Context: an optimization exercise on an open-source flow, tuned for small area and a short achievable clock period. The choices shown serve that exercise and are no tape-out recipe.
Only simulation tests tie the RTL to the original design; equivalence was not proved.

Setup of JK:
// component
module component (
    input  wire         clk,
    input  wire         rst,
    input  wire [31:0]  fifo1_data_in,
    input  wire [31:0]  fifo2_data_in,
    input  wire [31:0]  fifo3_data_in,
    input  wire         fifo1_write_en,
    input  wire         fifo2_write_en,
    input  wire         fifo3_write_en,
    input  wire         fifo1_read_en,
    input  wire         fifo2_read_en,
    input  wire         fifo3_read_en,
    output wire [31:0]  result_out,
    output wire         fifo1_empty,
    output wire         fifo2_empty,
    output wire         fifo3_empty,
    output wire         fifo1_full,
    output wire         fifo2_full,
    output wire         fifo3_full
);
    wire [31:0] fifo1_next;
    wire [31:0] fifo2_next;
    wire [31:0] fifo3_next;
    fifo #(.DATA_WIDTH(32)) fifo1_inst (
        .clk(clk), .rst(rst),
        .wr_en(fifo1_write_en), .re_en(fifo1_read_en),
        .data_in(fifo1_data_in), .next_head(fifo1_next),
        .empty(fifo1_empty), .full(fifo1_full)
    );
    fifo #(.DATA_WIDTH(32)) fifo2_inst (
        .clk(clk), .rst(rst),
        .wr_en(fifo2_write_en), .re_en(fifo2_read_en),
        .data_in(fifo2_data_in), .next_head(fifo2_next),
        .empty(fifo2_empty), .full(fifo2_full)
    );
  ...
clock: 13.0 ns
lec_check: 0
cap_margin: 20
core_margin: 2
core_utilization: 55
place_density: 0.7
slew_margin: 20
standard.sh (not shown) runs the stock make flow with config.mk's settings and CLKGATE_MAP_FILE= SYNTH_SCRIPT=/design/flow/synth_recipe.tcl, a recipe that flattens the netlist after the stock synthesis.
==> flow/flow/run.sh <==
#!/bin/bash
set -euo pipefail
MARGIN=${MARGIN:-6.5}
bash standard.sh \
  SETUP_SLACK_MARGIN=$MARGIN \
  "CTS_ARGS=-sink_clustering_enable -repair_clock_nets -dont_use_dummy_load -buf_list sky130_fd_sc_hd__clkbuf_16 -sink_clustering_size 27 -sink_clustering_max_diameter 90" \
  "BUFFER_PORTS_ARGS=-buffer_cell sky130_fd_sc_hd__buf_2" \
  finish > make_finish.log 2>&1
[inputs] MS vs JK
--- a/flow/flow/run.sh
+++ b/flow/flow/run.sh
@@ -3 +3 @@
-MARGIN=${MARGIN:-6.5}
+MARGIN=${MARGIN:-6.3}
[summary]
Against JK, MS comes in 0.0042 ns lower on worst setup slack.
Comparing MS with JK, the proportion of cell area occupied by multi-input gates came out essentially unchanged.
MS vs. JK: clock-buffer cell count dropped 1.3%; clock latency at the later pin of the worst-skew pair barely changed.
On number of nets in the finished design, JK and MS are neck and neck.
STATUS first-iteration DRC count: MS wins against JK
Compare JK and MS | layout-stage area growth over the synthesis result higher: JK

## before
Another version of the RTL of component (not shown whole).
For scale: ~5,300 cells after synthesis, roughly 1,800 flip-flops, ~0.078 sq mm of cells after synthesis.
export LEC_CHECK = 0
export CAP_MARGIN = 20
export CORE_MARGIN = 2
export CORE_UTILIZATION = 45
export PLACE_DENSITY = 0.6
export SLEW_MARGIN = 20
create_clock -name core_clock -period 13.0 [get_ports {clk}]
==> flow/flow/run.sh <==
#!/bin/bash
set -euo pipefail
MARGIN=${MARGIN:-6.3}
bash standard.sh \
  SETUP_SLACK_MARGIN=$MARGIN \
  "CTS_ARGS=-sink_clustering_enable -repair_clock_nets -dont_use_dummy_load -buf_list sky130_fd_sc_hd__clkbuf_16 -sink_clustering_size 24 -sink_clustering_max_diameter 90" \
  "BUFFER_PORTS_ARGS=-buffer_cell sky130_fd_sc_hd__buf_2" \
  finish > make_finish.log 2>&1
before went all the way through the flow, and no timing, DRC or antenna check failed.
Edits applied to the flow inputs when going from before to after:
Settings: CORE_UTILIZATION now 55, was 45; PLACE_DENSITY now 0.7, was 0.6.
==> flow/flow/run.sh <==
#!/bin/bash
set -euo pipefail
MARGIN=${MARGIN:-6.3}
bash standard.sh \
  SETUP_SLACK_MARGIN=$MARGIN \
  "CTS_ARGS=-sink_clustering_enable -repair_clock_nets -dont_use_dummy_load -buf_list sky130_fd_sc_hd__clkbuf_16 -sink_clustering_size 27 -sink_clustering_max_diameter 90" \
  "BUFFER_PORTS_ARGS=-buffer_cell sky130_fd_sc_hd__buf_2" \
  finish > make_finish.log 2>&1
Notes after the runs:
- Side by side, critical path depth turned out lower in after than in before.
- For the clock tree buffer count of the final layout, after came in 11% lower than before did.
- Delta(routability-driven placement congestion ratio, after - before) > 0
- after reached the final stage; the timing, design-rule and antenna checks on its layout passed.

the previous run:
component, a different RTL version from the one above (not shown whole).
Size: roughly 5300 cells after synthesis, roughly 1800 flip-flops, roughly 140 I/O pins, ~77000 sq um of cells after synthesis.
==> flow/config.mk <==
export PLATFORM = sky130hd
export DESIGN_NAME = component
export DESIGN_NICKNAME = component
export VERILOG_FILES = /design/flow/design.v
export SDC_FILE = /design/flow/constraint.sdc
export NUM_CORES = 4
export LEC_CHECK = 0
export CAP_MARGIN = 20
export CORE_MARGIN = 2
export CORE_UTILIZATION = 72
export PLACE_DENSITY = 0.85
export SLEW_MARGIN = 20
==> flow/constraint.sdc <==
create_clock -name core_clock -period 13.0 [get_ports {clk}]
set_input_delay 2.6000 -clock core_clock [delete_from_list [all_inputs] [get_ports {clk}]]
set_output_delay 2.6000 -clock core_clock [all_outputs]
set_load 0.01 [all_outputs]
==> flow/flow/run.sh <==
#!/bin/bash
set -euo pipefail
MARGIN=${MARGIN:-6.3}
bash standard.sh \
  SETUP_SLACK_MARGIN=$MARGIN \
  "CTS_ARGS=-sink_clustering_enable -repair_clock_nets -dont_use_dummy_load -buf_list sky130_fd_sc_hd__clkbuf_16 -sink_clustering_size 27 -sink_clustering_max_diameter 90" \
  "BUFFER_PORTS_ARGS=-buffer_cell sky130_fd_sc_hd__buf_2" \
  finish > make_finish.log 2>&1
The previous run: done, clean on timing, DRC and antenna
Input-level comparison between the current run and the previous run:
- CORE_UTILIZATION changed from 72 to 55
- PLACE_DENSITY changed from 0.85 to 0.7
### Flow results
Looking at the previous run and the current run, the final net count is a wash.
Cmp the current run vs the previous run: via count of the first global-routing pass lower in the current run
Between the previous run and the current run, final worst setup slack is lower for the current run, the previous run comes in above that.
The current run ends up with higher die outline area than the previous run does.
Of the current run and the previous run, it is the current run that has the higher post-layout minimum cycle time.
Vias: the current run fewer than the previous run

==> what the ideal ports hide <==
In the flow no input, the clock included, has a driving cell. The finished layouts below were timed again as built, in two steps.
Step 1 assumes that a clkbuf_16 drives the clock port and a buf_2 every other input.
Step 2 adds t to the input delays and takes it off the output delays; t is the mean of the earliest and latest rising clock arrival at the registers after step 1. Input paths then give back, and output paths get back, about the clock's delay inside the block.
Slacks: ideal / step 1 / step 2; pairs: ideal / step 1.
run | shift t [ns] | setup slack, ns | clock arrival spread, ns
JK | 0.778 | 5.860 / 5.779 / 5.757 | 0.061 / 0.061
MS | 0.773 | 5.856 / 5.781 / 5.678 | 0.085 / 0.084
before | 0.799 | 6.296 / 6.208 / 5.626 | 0.096 / 0.095
after | 0.770 | 6.372 / 6.292 / 5.670 | 0.130 / 0.130
the previous run | 0.754 | 6.210 / 6.131 / 5.635 | 0.106 / 0.107
the current run | 0.770 | 6.177 / 6.101 / 5.665 | 0.108 / 0.109
After both steps setup and hold are still met in every run listed. The setup slack of after, which loses most, moves by -0.080 ns with the drivers and by -0.702 ns with both steps.
